Context: an optimization exercise on an open-source flow, tuned for small area. The choices shown serve that exercise and are no tape-out recipe.
Only simulation tests tie the RTL to the original design; equivalence was not proved.
No activity file was given, so power comes from the tool's default toggle rates. The flow treats the clock pin as an ideal source, which a real chip does not have.

## vacc
module vacc (
	clk,
	ce,
	rst,
	acc_n,
	data_in,
	sync,
	trig,
	data_out,
	we,
	addr
);
	parameter integer VECTOR_WIDTH = 5;
	parameter integer INPUT_WIDTH = 36;
	parameter integer OUTPUT_WIDTH = 40;
	localparam integer N = 2 ** VECTOR_WIDTH;
	localparam integer W = OUTPUT_WIDTH;
	input wire clk;
	input wire ce;
	input wire rst;
	input wire [31:0] acc_n;
	input wire [INPUT_WIDTH - 1:0] data_in;
	input wire sync;
	input wire trig;
	output reg [OUTPUT_WIDTH - 1:0] data_out;
	output reg we;
	output reg [VECTOR_WIDTH - 1:0] addr;
	localparam [2:0] S_WAIT_SYNC = 3'd0;
	localparam [2:0] S_WAIT_TRIG = 3'd1;
	localparam [2:0] S_WAIT_START = 3'd2;
	localparam [2:0] S_ACC = 3'd3;
	localparam [2:0] S_DRAIN = 3'd4;
	reg [2:0] state;
	reg [VECTOR_WIDTH - 1:0] data_addr;
	reg [VECTOR_WIDTH - 1:0] last_addr;
	reg [VECTOR_WIDTH - 1:0] acc_addr;
	reg [VECTOR_WIDTH - 1:0] out_addr;
	reg [31:0] accumulations;
	reg [INPUT_WIDTH - 1:0] last_data_in;
	wire in_acc = state == S_ACC;
	wire in_drain = state == S_DRAIN;
	wire start = data_addr == (N - 1);
	wire finish = addr == (N - 1);
	wire acc_done = accumulations == acc_n;
	always @(posedge clk)
		if (rst)
			data_addr <= 0;
		else if (ce && (state != S_WAIT_SYNC))
			data_addr <= data_addr + 1'b1;
	always @(posedge clk)
		if (rst)
			state <= S_WAIT_SYNC;
		else if (ce)
			case (state)
				S_WAIT_SYNC: if (sync) state <= S_WAIT_TRIG;
				S_WAIT_TRIG: if (trig) state <= S_WAIT_START;
				S_WAIT_START: if (start) state <= S_ACC;
				S_ACC: if (acc_done) state <= S_DRAIN;
				S_DRAIN: if (finish) state <= S_WAIT_TRIG;
				default: state <= state;
			endcase
	always @(posedge clk)
		if (rst) begin
			last_addr <= 0;
			acc_addr <= 0;
			out_addr <= 0;
		end
		else if (ce && (in_acc || in_drain)) begin
			last_addr <= data_addr;
			acc_addr <= last_addr;
			out_addr <= acc_addr;
		end
	always @(posedge clk)
		if (rst)
			accumulations <= 0;
		else if (ce && in_acc && (acc_addr == (N - 1)))
			accumulations <= accumulations + 1;
		else if (ce && in_drain)
			accumulations <= 0;
	always @(posedge clk)
		if (rst || !(ce && in_acc))
			last_data_in <= 0;
		else
			last_data_in <= data_in;
	always @(posedge clk)
		if (rst || !(ce && in_drain))
			addr <= 0;
		else
			addr <= out_addr;
	always @(posedge clk)
		if (rst)
  ...
For scale: ~2400 cells after synthesis, roughly 1400 flip-flops, roughly 120 I/O pins, about 48000 um^2 of cells after synthesis.
clock: 8.0 ns
lec_check: 0
cap_margin: 20
core_margin: 2
core_utilization: 40
slew_margin: 20
run.sh (not shown) runs the stock make flow with config.mk's settings and CLKGATE_MAP_FILE= SYNTH_SCRIPT=/design/flow/synth_recipe.tcl, a recipe that flattens the netlist after the stock synthesis.
The baseline produced a clean layout.
Next try:
CTS_BUF_LIST = sky130_fd_sc_hd__clkbuf_4   (was not set)
The changed run finished with timing, DRC and antenna clean.
Hold slack degrades by 0.049 ns.
Power goes down by a few percent.
Routed wire length goes up by a few percent.


## run 1
The RTL this note starts from:
==> flow/design.v <==
module vacc (
	clk,
	ce,
	rst,
	acc_n,
	data_in,
	sync,
	trig,
	data_out,
	we,
	addr
);
	parameter integer VECTOR_WIDTH = 5;
	parameter integer INPUT_WIDTH = 36;
	parameter integer OUTPUT_WIDTH = 40;
	localparam integer N = 2 ** VECTOR_WIDTH;
	localparam integer W = OUTPUT_WIDTH;
	input wire clk;
	input wire ce;
	input wire rst;
	input wire [31:0] acc_n;
	input wire [INPUT_WIDTH - 1:0] data_in;
	input wire sync;
	input wire trig;
	output reg [OUTPUT_WIDTH - 1:0] data_out;
	output reg we;
	output reg [VECTOR_WIDTH - 1:0] addr;
	localparam [2:0] S_WAIT_SYNC = 3'd0;
	localparam [2:0] S_WAIT_TRIG = 3'd1;
	localparam [2:0] S_WAIT_START = 3'd2;
	localparam [2:0] S_ACC = 3'd3;
	localparam [2:0] S_DRAIN = 3'd4;
	reg [2:0] state;
	reg [VECTOR_WIDTH - 1:0] data_addr;
	reg stale_drain;
	reg [1:0] shifts;
	reg [31:0] accumulations;
	reg [INPUT_WIDTH - 1:0] last_data_in;
	wire in_acc = state == S_ACC;
	wire in_drain = state == S_DRAIN;
	wire start = data_addr == (N - 1);
	wire finish = addr == (N - 1);
	wire acc_done = accumulations == acc_n;
	always @(posedge clk)
		if (rst)
			data_addr <= 0;
		else if (ce && (state != S_WAIT_SYNC))
			data_addr <= data_addr + 1'b1;
	always @(posedge clk)
		if (rst)
			state <= S_WAIT_SYNC;
		else if (ce)
			case (state)
				S_WAIT_SYNC: if (sync) state <= S_WAIT_TRIG;
				S_WAIT_TRIG: if (trig) state <= S_WAIT_START;
				S_WAIT_START: if (start) state <= S_ACC;
				S_ACC: if (acc_done) state <= S_DRAIN;
				S_DRAIN: if (finish) state <= S_WAIT_TRIG;
				default: state <= state;
			endcase
	always @(posedge clk)
		if (rst) begin
			stale_drain <= 1'b0;
			shifts <= 2'd0;
		end
		else if (ce && in_drain && finish) begin
			stale_drain <= 1'b1;
			shifts <= 2'd0;
		end
		else if (ce && (in_acc || in_drain) && (shifts != 2'd3))
			shifts <= shifts + 1'b1;
	wire steady = shifts == 2'd3;
	wire in_place = shifts[1];
	reg [VECTOR_WIDTH - 1:0] out_addr;
	always @(*)
		if (steady)
			out_addr = data_addr - 2'd3;
		else if (stale_drain)
			out_addr = {3'd0, shifts} + 1'b1;
		else
			out_addr = 0;
	wire [32:0] acc_carry;
	assign acc_carry[0] = 1'b1;
	genvar gi;
	generate
		for (gi = 0; gi < 32; gi = gi + 1) begin : inc
			assign acc_carry[gi + 1] = acc_carry[gi] & accumulations[gi];
		end
	endgenerate
	always @(posedge clk)
		if (rst)
			accumulations <= 0;
		else if (ce && in_acc && in_place && (data_addr == 5'd1))
			accumulations <= accumulations ^ acc_carry[31:0];
		else if (ce && in_drain)
			accumulations <= 0;
	always @(posedge clk)
		last_data_in <= data_in;
	always @(posedge clk)
		if (rst || !(ce && in_drain))
			addr <= 0;
		else
			addr <= out_addr;
	always @(posedge clk)
		if (rst)
			we <= 0;
		else
			we <= ce && in_drain && !finish;
	reg acc_valid;
	always @(posedge clk)
		acc_valid <= !rst && ce && in_acc;
	reg [N * W - 1:0] ring;
	reg [N - 1:0] zero;
	wire add_now = in_acc && !acc_done && acc_valid;
	wire keep_now = in_acc && !acc_done && !acc_valid;
	wire [W - 1:0] word31 = zero[N - 1] ? {W {1'b0}} : ring[(N - 1) * W +: W];
	wire [W - 1:0] addend = {{(W - INPUT_WIDTH) {1'b0}}, last_data_in};
	wire [W - 1:0] sum;
	vacc_add #(.W(W), .K(5)) adder (.a(word31), .b(addend), .s(sum));
	reg [VECTOR_WIDTH - 1:0] zpos;
	always @(*)
		if (in_acc)
			zpos = in_place ? 5'd29 : (stale_drain ? 5'd1 : ~{3'd0, shifts});
		else
			zpos = steady ? 5'd28 : (stale_drain ? 5'd0 : ~{3'd0, shifts});
	wire zwrite = in_drain || (in_acc && (!acc_valid || !in_place));
	integer k;
	always @(posedge clk)
		if (ce) begin
			ring[(N - 2) * W - 1:0] <= ring[(N - 1) * W - 1:W];
			ring[(N - 2) * W +: W] <= add_now ? sum : ring[(N - 1) * W +: W];
			ring[(N - 1) * W +: W] <= ring[0 +: W];
		end
	always @(posedge clk)
		if (rst)
			zero <= {N {1'b1}};
		else if (ce) begin
			for (k = 0; k < N; k = k + 1)
				if ((k >= N - 4) || (k <= 1))
					zero[k] <= zero[(k + 1) % N] || (zwrite && (zpos == k));
				else
					zero[k] <= zero[(k + 1) % N];
			if (add_now)
				zero[N - 2] <= 1'b0;
			else if (keep_now)
				zero[N - 2] <= zero[N - 1];
		end
	reg rd_sel;
	reg rd_zero;
	always @(posedge clk)
		if (ce) begin
			rd_sel <= !steady && stale_drain;
			rd_zero <= steady ? zero[N - 3] : (stale_drain ? zero[1] : 1'b1);
		end
	always @(*)
		if (ce && in_drain && we && !rd_zero)
			data_out = rd_sel ? ring[0 +: W] : ring[(N - 4) * W +: W];
		else
			data_out = 0;
endmodule
module vacc_add (
	a,
	b,
	s
);
	parameter integer W = 40;
	parameter integer K = 5;
	localparam integer NG = (W + K - 1) / K;
	input wire [W - 1:0] a;
	input wire [W - 1:0] b;
	output wire [W - 1:0] s;
	wire [W - 1:0] g = a & b;
	wire [W - 1:0] p = a ^ b;
	wire [W:0] c;
	wire [NG:0] gc;
	wire [NG - 1:0] gg;
	wire [NG - 1:0] gp;
	assign gc[0] = 1'b0;
	genvar j, i;
	generate
		for (j = 0; j < NG; j = j + 1) begin : grp
			localparam integer LO = j * K;
			localparam integer HI = ((LO + K) < W ? (LO + K) : W) - 1;
			wire [HI - LO + 1:0] gs;
			wire [HI - LO + 1:0] ps;
			assign gs[0] = 1'b0;
			assign ps[0] = 1'b1;
			for (i = LO; i <= HI; i = i + 1) begin : bt
				assign gs[i - LO + 1] = g[i] | (p[i] & gs[i - LO]);
				assign ps[i - LO + 1] = p[i] & ps[i - LO];
				if (i > LO) begin : rip
					assign c[i] = g[i - 1] | (p[i - 1] & c[i - 1]);
				end
			end
			assign gg[j] = gs[HI - LO + 1];
			assign gp[j] = ps[HI - LO + 1];
			assign c[LO] = gc[j];
			assign gc[j + 1] = gg[j] | (gp[j] & gc[j]);
		end
	endgenerate
	assign c[W] = gc[NG];
	assign s = p ^ c[W - 1:0];
endmodule
clock: 8.0 ns
lec_check: 0
cap_margin: 20
core_margin: 2
core_utilization: 40
cts_buf_list: sky130_fd_sc_hd__clkbuf_16
cts_cluster_diameter: 100
cts_cluster_size: 30
slew_margin: 20
standard.sh (not shown) runs the stock make flow with config.mk's settings and CLKGATE_MAP_FILE= SYNTH_SCRIPT=/design/flow/synth_recipe.tcl, a recipe that flattens the netlist after the stock synthesis.
==> flow/flow/run.sh <==
#!/bin/bash
# Layout flow: the standard layout (standard.sh), with two changes made
# through the ORFS variables the standard scripts read:
#  - the input and output ports get a sky130_fd_sc_hd__buf_1 buffer each
#    (the standard flow picks a larger delay buffer);
#  - clock tree synthesis uses clkbuf_16 buffers on sink clusters of up to 30
#    flip-flops within 100 um, and inserts no dummy loads.
# The whole make output goes to flow_make.log in this folder; ORFS keeps each
# step's own log under orfs/logs/.
set -euo pipefail
export BUFFER_PORTS_ARGS="-buffer_cell sky130_fd_sc_hd__buf_1"
export CTS_ARGS="-sink_clustering_enable -repair_clock_nets -sink_clustering_size 30 -sink_clustering_max_diameter 100 -buf_list sky130_fd_sc_hd__clkbuf_16 -dont_use_dummy_load"
bash standard.sh > flow_make.log 2>&1
> inputs changed (run 1 -> run 2)
diff --git a/flow/flow/run.sh b/flow/flow/run.sh
--- a/flow/flow/run.sh
+++ b/flow/flow/run.sh
@@ -10,4 +10,4 @@
 set -euo pipefail
 export BUFFER_PORTS_ARGS="-buffer_cell sky130_fd_sc_hd__buf_1"
-export CTS_ARGS="-sink_clustering_enable -repair_clock_nets -sink_clustering_size 30 -sink_clustering_max_diameter 100 -buf_list sky130_fd_sc_hd__clkbuf_16 -dont_use_dummy_load"
+export CTS_ARGS="-sink_clustering_enable -repair_clock_nets -sink_clustering_size 40 -sink_clustering_max_diameter 60 -buf_list sky130_fd_sc_hd__clkbuf_16 -dont_use_dummy_load"
 bash standard.sh > flow_make.log 2>&1
==> comparison <==
Compared with run 1, number of nets in the finished design in run 2 increased slightly. Run 2 vs run 1 — ratio of final minimum period to clock period dropped 0.62 points. Between run 2 and run 1, it is run 2 whose layout-stage area growth over the synthesis result is higher, by 2.1 points. When run 2 is measured against run 1, its share of the final layout cell area in multi-input gates turns out 0.19 points lower. Run 2 against run 1: global-route usage moved up; utilization moved up; area of the core was more or less identical; power consumption went up by 8.5%. Run 2 vs run 1 on combinational share of power: run 2 is the lower one. Looking at final critical-path setup slack across run 2 and run 1, the one that comes out higher is run 2.
Modified inputs, run 3 compared to run 2
==> flow/run.sh (new file) <==
#!/bin/bash
# synth_recipe.tcl (not shown) runs the flow's synth.tcl, then flattens the netlist and writes it again
# the make line also repeats each setting of config.mk as NAME=value (left out here)
make -C /OpenROAD-flow-scripts/flow DESIGN_CONFIG=/design/flow/config.mk WORK_HOME=/design/flow/orfs CLKGATE_MAP_FILE= SYNTH_SCRIPT=/design/flow/synth_recipe.tcl finish
removed: flow/flow/run.sh
removed: flow/standard.sh
Results
- Run 3 and run 2 ended up with nearly the same fraction of area in registers.
- In terms of cell count after placement, run 3 and run 2 differ only marginally.
- Run 3: flow completed, timing, DRC and antenna clean
- Relative to run 2, fmax has gone up in run 3.
- Looking at final clock skew, run 3 sits 0.049 ns below run 2.
- Comparing run 2 with run 3, the share of cell area taken by multi-input logic gates came out essentially unchanged.
- Across both runs, clock network area share was lower for run 3 than for run 2.
Modified inputs, run 4 compared to run 3
Settings: CTS_CLUSTER_SIZE: 30 -> 24.
==> comparison <==
Summary: with run 3 as the reference, met2 routed wirelength in run 4 moved up slightly.
Run 4 against run 3: setup slack down 0.0041 ns; power per cell area has increased; met1 wire length -about 0.8%; share of power burned in combinational logic comparable.

what the ideal ports hide:
No port has a modelled driver above. Below, the same layouts with a new extraction and two added sets of constraints.
Step 1, drivers: a clkbuf_16 drives clk and a buf_2 each remaining input, both assumed.
Step 2 also shifts input and output timing later by t, the mid clock arrival at the registers, as if the neighbouring blocks saw the same clock.
Three values: ideal ports, drivers, drivers and shift; two values: the first two.
run | t, ns | setup slack, ns | worst slew at a driven data input, ns
the first run of note 1 | 0.784 | 2.448 / 2.387 / 2.387 | 0.07
the second run of note 1 | 1.155 | 2.426 / 2.367 / 2.367 | 0.07
run 1 | 0.694 | 1.491 / 1.491 / 1.491 | 0.11
run 2 | 0.709 | 1.540 / 1.540 / 1.540 | 0.11
run 3 | 0.721 | 1.585 / 1.585 / 1.585 | 0.06
run 4 | 0.699 | 1.581 / 1.581 / 1.581 | 0.06
After both steps every run listed still meets setup and hold. The setup slack of the first run of note 1, which loses most, moves by -0.061 ns with the drivers and by -0.061 ns with both steps.
